What follows belongs to an exercise in optimizing a design on an open flow for small area and a short achievable clock period; a production flow would make more cautious choices.

lane 1:
// FP16_mcl
module FP16_mcl(
    input [15:0] data1,
    input [15:0] data2,
    input rst,
    input input_valid,
    input clk,
    output reg [15:0] datanew,
    output reg output_update
    );
    wire G1;
    wire G10;
    wire G11;
    wire G12;
    wire G13;
    wire G14;
    wire G15;
    wire G16;
    wire G17;
    wire G18;
    wire G19;
    wire G20;
    wire G21;
    wire G22;
    wire G23;
    wire G24;
    wire G25;
    wire G26;
    wire G27;
    wire G28;
    wire G29;
    wire G3;
    wire G30;
    wire G31;
    wire G32;
    wire G33;
    wire G34;
    wire G35;
    wire G36;
    wire G37;
    wire G38;
    wire G39;
    wire G4;
    wire G40;
    wire G41;
    wire G42;
    wire G43;
    wire G5;
    wire G6;
    wire G7;
    wire G8;
    wire G9;
    wire P1;
    wire P10;
    wire P11;
    wire P12;
    wire P14;
    wire P15;
    wire P16;
    wire P17;
    wire P18;
    wire P19;
    wire P2;
    wire P20;
    wire P21;
    wire P22;
    wire P23;
    wire P24;
    wire P25;
    wire P26;
    wire P3;
    wire P4;
    wire P5;
    wire P6;
    wire P7;
    wire P8;
    wire P9;
    wire all_k0;
    wire all_k1;
    wire any_k0;
    wire any_k1;
    wire bm5_0;
    wire bm5_1;
    wire bm5_10;
    wire bm5_11;
    wire bm5_2;
    wire bm5_3;
    wire bm5_4;
    wire bm5_5;
    wire bm5_6;
    wire bm5_7;
    wire bm5_8;
    wire bm5_9;
    wire bp0_0;
    wire bp0_1;
    wire bp0_10;
    wire bp0_11;
    wire bp0_2;
    wire bp0_3;
    wire bp0_4;
    wire bp0_5;
    wire bp0_6;
    wire bp0_7;
    wire bp0_8;
    wire bp0_9;
    wire bp1_0;
    wire bp1_1;
    wire bp1_10;
    wire bp1_11;
    wire bp1_2;
    wire bp1_3;
    wire bp1_4;
    wire bp1_5;
    wire bp1_6;
    wire bp1_7;
    wire bp1_8;
    wire bp1_9;
    wire bp2_0;
    wire bp2_1;
    wire bp2_10;
  ...
Settings: LEC_CHECK=0, ABC_AREA=1, CAP_MARGIN=20, CORE_MARGIN=2, CORE_UTILIZATION=60, CTS_BUF_LIST=sky130_fd_sc_hd__clkbuf_4 sky130_fd_sc_hd__clkbuf_8, SETUP_SLACK_MARGIN=3.4, SLEW_MARGIN=20; clock period 5.5 ns.
standard.sh (not shown) runs the stock make flow with config.mk's settings and CLKGATE_MAP_FILE= SYNTH_SCRIPT=/design/flow/synth_recipe.tcl, a recipe that flattens the netlist after the stock synthesis.
==> flow/flow/run.sh <==
#!/bin/bash
# The standard layout, with the port buffers made from the smallest buffer cell.
bash standard.sh 'BUFFER_PORTS_ARGS=-buffer_cell sky130_fd_sc_hd__buf_1' finish > standard.log 2>&1
Input changes introduced in lane 2 (baseline for comparison: lane 1):
diff --git a/flow/design.v b/flow/design.v
--- a/flow/design.v
+++ b/flow/design.v
@@ -49,14 +49,15 @@
     wire G7;
     wire G8;
     wire G9;
     wire P1;
     wire P10;
     wire P11;
     wire P12;
+    wire P13;
     wire P14;
     wire P15;
     wire P16;
     wire P17;
     wire P18;
     wire P19;
     wire P2;
@@ -516,18 +517,30 @@
     reg hc_1_18_3_r2;
     reg fs_1_20_19_r2;
     reg n_bm5_11_c21_r2;
     reg fc_1_20_19_r2;
     reg bp0_0_r2;
     reg neg0_r2;
     reg bp0_1_r2;
+    reg bp0_1_r3;
+    reg g0_r3;
+    reg p0_r3;
+    reg fs_2_3_20_r3;
     reg fs_1_2_0_r2;
+    reg fs_1_2_0_r3;
+    reg g5_r3;
+    reg p5_r3;
+    reg g4_r3;
+    reg p4_r3;
+    reg g7_r3;
+    reg p7_r3;
+    reg g6_r3;
+    reg p6_r3;
     reg g8_r3;
     reg p8_r3;
-    reg G12_r3;
     reg ug13_r3;
     reg up13_r3;
     reg ug12_r3;
     reg up12_r3;
     reg ug15_r3;
     reg up15_r3;
     reg ug14_r3;
@@ -821,38 +834,39 @@
     assign p18 = fs_3_18_43 ^ fc_3_17_42;
     assign g19 = fs_3_19_44 & fc_3_18_43;
     assign p19 = fs_3_19_44 ^ fc_3_18_43;
     assign g20 = hs_3_20_9 & fc_3_19_44;
     assign p20 = hs_3_20_9 ^ fc_3_19_44;
     assign g21 = hs_3_21_10 & hc_3_20_9;
     assign p21 = hs_3_21_10 ^ hc_3_20_9;
-    assign G1 = bp0_1_r2 & g0;
-    assign P1 = bp0_1_r2 & p0;
-    assign P2 = fs_2_3_20 & fs_1_2_0_r2;
-    assign G3 = g5 | (p5 & g4);
-    assign P3 = p5 & p4;
-    assign G4 = g7 | (p7 & g6);
-    assign P4 = p7 & p6;
-    assign G5 = fs_1_2_0_r2 & G1;
-    assign P5 = fs_1_2_0_r2 & P1;
+    assign G1 = bp0_1_r3 & g0_r3;
+    assign P1 = bp0_1_r3 & p0_r3;
+    assign P2 = fs_2_3_20_r3 & fs_1_2_0_r3;
+    assign G3 = g5_r3 | (p5_r3 & g4_r3);
+    assign P3 = p5_r3 & p4_r3;
+    assign G4 = g7_r3 | (p7_r3 & g6_r3);
+    assign P4 = p7_r3 & p6_r3;
+    assign G5 = fs_1_2_0_r3 & G1;
+    assign P5 = fs_1_2_0_r3 & P1;
     assign G6 = P2 & G1;
     assign P6 = P2 & P1;
-    assign G7 = g6 | (p6 & G3);
-    assign P7 = p6 & P3;
+    assign G7 = g6_r3 | (p6_r3 & G3);
+    assign P7 = p6_r3 & P3;
     assign G8 = G4 | (P4 & G3);
     assign P8 = P4 & P3;
-    assign G9 = g4 | (p4 & G6);
-    assign P9 = p4 & P6;
+    assign G9 = g4_r3 | (p4_r3 & G6);
+    assign P9 = p4_r3 & P6;
     assign G10 = G3 | (P3 & G6);
     assign P10 = P3 & P6;
     assign G11 = G7 | (P7 & G6);
     assign P11 = P7 & P6;
     assign G12 = G8 | (P8 & G6);
     assign P12 = P8 & P6;
-    assign G13 = g8_r3 | (p8_r3 & G12_r3);
+    assign G13 = g8_r3 | (p8_r3 & G12);
+    assign P13 = p8_r3 & P12;
     assign hrs11 = fs_3_11_36 ^ fc_3_10_35;
     assign hrc12 = fs_3_11_36 & fc_3_10_35;
     assign hrs12 = fs_3_12_37 ^ fc_3_11_36;
     assign hrc13 = fs_3_12_37 & fc_3_11_36;
     assign hrs13 = fs_3_13_38 ^ fc_3_12_37;
     assign hrc14 = fs_3_13_38 & fc_3_12_37;
     assign hrs14 = fs_3_14_39 ^ fc_3_13_38;
@@ -1103,18 +1117,30 @@
         hc_1_18_3_r2 <= hc_1_18_3;
         fs_1_20_19_r2 <= fs_1_20_19;
         n_bm5_11_c21_r2 <= n_bm5_11_c21;
         fc_1_20_19_r2 <= fc_1_20_19;
         bp0_0_r2 <= bp0_0;
         neg0_r2 <= neg0;
         bp0_1_r2 <= bp0_1;
+        bp0_1_r3 <= bp0_1_r2;
+        g0_r3 <= g0;
+        p0_r3 <= p0;
+        fs_2_3_20_r3 <= fs_2_3_20;
         fs_1_2_0_r2 <= fs_1_2_0;
+        fs_1_2_0_r3 <= fs_1_2_0_r2;
+        g5_r3 <= g5;
+        p5_r3 <= p5;
+        g4_r3 <= g4;
+        p4_r3 <= p4;
+        g7_r3 <= g7;
+        p7_r3 <= p7;
+        g6_r3 <= g6;
+        p6_r3 <= p6;
         g8_r3 <= g8;
         p8_r3 <= p8;
-        G12_r3 <= G12;
         ug13_r3 <= ug13;
         up13_r3 <= up13;
         ug12_r3 <= ug12;
         up12_r3 <= up12;
         ug15_r3 <= ug15;
         up15_r3 <= up15;
         ug14_r3 <= ug14;
--- outcome ---
Lane 2 has wire length of the first global-routing pass above what lane 1 had. Looking at lane 2 and lane 1, the maximum frequency is a wash. The higher synthesized area of lane 2 and lane 1 is in lane 2. Diff lane 1 -> lane 2 | post-cts sizing count | increase of 3. Global-route met2 utilization in lane 2 is 0.26 points below lane 1. In terms of clock input transition at the sequential cells of the worst setup and hold paths, lane 1 and lane 2 differ only marginally. Lane 1 has a higher first-iteration DRC count than lane 2.
No functional check of the RTL was part of any run of this note.

---

## job 101
The RTL this note starts from:
==> flow/design.v <==
module FP16_mcl(
    input [15:0] data1,
    input [15:0] data2,
    input rst,
    input input_valid,
    input clk,
    output reg [15:0] datanew,
    output reg output_update
    );
    wire        s    = data1[15] ^ data2[15];
    wire        inf  = (&data1[14:10]) | (&data2[14:10]);
    wire        zero = ~(|data1[14:0]) | ~(|data2[14:0]);
    wire [5:0]  esum = data1[14:10] + data2[14:10];
    wire [21:0] p    = {1'b1, data1[9:0]} * {1'b1, data2[9:0]};
    wire        h    = p[21];
    wire [10:0] sig  = h ? p[21:11] : p[20:10];
    wire        rb   = h ? p[10] : p[9];
    wire        st   = h ? (|p[9:0]) : (|p[8:0]);
    wire        up   = rb & (sig[0] | st);
    wire [11:0] sr   = {1'b0, sig} + {11'd0, up};
    wire [6:0]  ef   = {1'b0, esum} + {6'd0, h} + {6'd0, sr[11]};
    wire        sat  = inf | (ef >= 7'd46);
    wire        flz  = zero | (ef <= 7'd15);
    wire [4:0]  eo   = ef[4:0] + 5'd17;
    wire [15:0] res  = sat ? {s, 15'h7fff} : flz ? 16'h0000 : {s, eo, sr[9:0]};
    always @(posedge clk or posedge rst)
        if (rst) output_update <= 1'b0;
        else     output_update <= input_valid;
    always @(posedge clk)
        datanew <= res;
endmodule
clock: 5.5 ns
lec_check: 0
cap_margin: 20
core_margin: 2
core_utilization: 40
slew_margin: 20
run.sh (not shown) runs the stock make flow with config.mk's settings and CLKGATE_MAP_FILE= SYNTH_SCRIPT=/design/flow/synth_recipe.tcl, a recipe that flattens the netlist after the stock synthesis.
Stock flow here: none of the scripts above is used.
The flow completed for job 101, but it is not clean: the layout still shows negative setup slack.
## Diff of input files: job 102 against job 101
==> flow/design.v <==
module FP16_mcl(
    input [15:0] data1,
    input [15:0] data2,
    input rst,
    input input_valid,
    input clk,
    output reg [15:0] datanew,
    output reg output_update
    );
    reg        v1;
    reg        s1, inf1, zero1;
    reg [5:0]  esum1;
    reg [21:0] p;
    always @(posedge clk or posedge rst)
        if (rst) begin
            v1 <= 1'b0;
            output_update <= 1'b0;
        end else begin
            v1 <= input_valid;
            output_update <= v1;
        end
    always @(posedge clk) begin
        s1    <= data1[15] ^ data2[15];
        inf1  <= (&data1[14:10]) | (&data2[14:10]);
        zero1 <= ~(|data1[14:0]) | ~(|data2[14:0]);
        esum1 <= data1[14:10] + data2[14:10];
        p     <= {1'b1, data1[9:0]} * {1'b1, data2[9:0]};
    end
    wire        h    = p[21];
    wire [10:0] sig  = h ? p[21:11] : p[20:10];
    wire        rb   = h ? p[10] : p[9];
    wire        st   = h ? (|p[9:0]) : (|p[8:0]);
    wire        up   = rb & (sig[0] | st);
    wire [11:0] sr   = {1'b0, sig} + {11'd0, up};
    wire [6:0]  ef   = {1'b0, esum1} + {6'd0, h} + {6'd0, sr[11]};
    wire        sat  = inf1 | (ef >= 7'd46);
    wire        flz  = zero1 | (ef <= 7'd15);
    wire [4:0]  eo   = ef[4:0] + 5'd17;
    wire [15:0] res  = sat ? {s1, 15'h7fff} : flz ? 16'h0000 : {s1, eo, sr[9:0]};
    always @(posedge clk)
        datanew <= res;
endmodule
## What came out
Of the two values seen for last element of the critical path, datanew[5] was produced by job 101 and p[18] by job 102. Relative to job 101, final wirelength has decreased by about 8% in job 102. ~same clock transition at the register clock pins on the worst setup and hold paths after CTS in job 101 and job 102. Having completed the whole flow, job 102 delivered a layout that passed the timing, design-rule and antenna checks. For job 101, the most frequent standard cell in the layout excluding fill and tap cells was buf_4, unlike job 102, where it was inv_1. The post-synthesis sequential area ratio of job 102 exceeds that of job 101 by 9.9 points.
No run of this note included a check of the RTL's function; only the layout flow was run.

## re-timing with driven ports
No port has a modelled driver above. Below, the same layouts with a new extraction and two added sets of constraints.
Step 1 sets driving cells, clkbuf_16 on the clock port and buf_2 on the other inputs (assumed; they add their load-dependent delay and slew).
Step 2 also shifts input and output timing later by t, the mid clock arrival at the registers, as if the neighbouring blocks saw the same clock.
Slacks: no drivers / after step 1 / after step 2; pairs: no drivers / after step 1.
run	t (ns)	slack for setup (ns)	hold slack, ns	cell pins on the clock port's net
lane 1	0.480	3.466 / 3.429 / 3.466	0.330 / 0.330 / 0.330	1
lane 2	0.485	3.463 / 3.424 / 3.467	0.332 / 0.332 / 0.332	1
job 101	0.272	-2.659 / -2.678 / -2.950	0.980 / 0.978 / 1.250	1
job 102	0.324	0.124 / 0.131 / -0.193	0.350 / 0.350 / 0.350	1
With both steps, setup timing fails in job 102, where it was met with ideal ports. The setup slack of job 102, which loses most, moves by +0.007 ns with the drivers and by -0.317 ns with both steps.
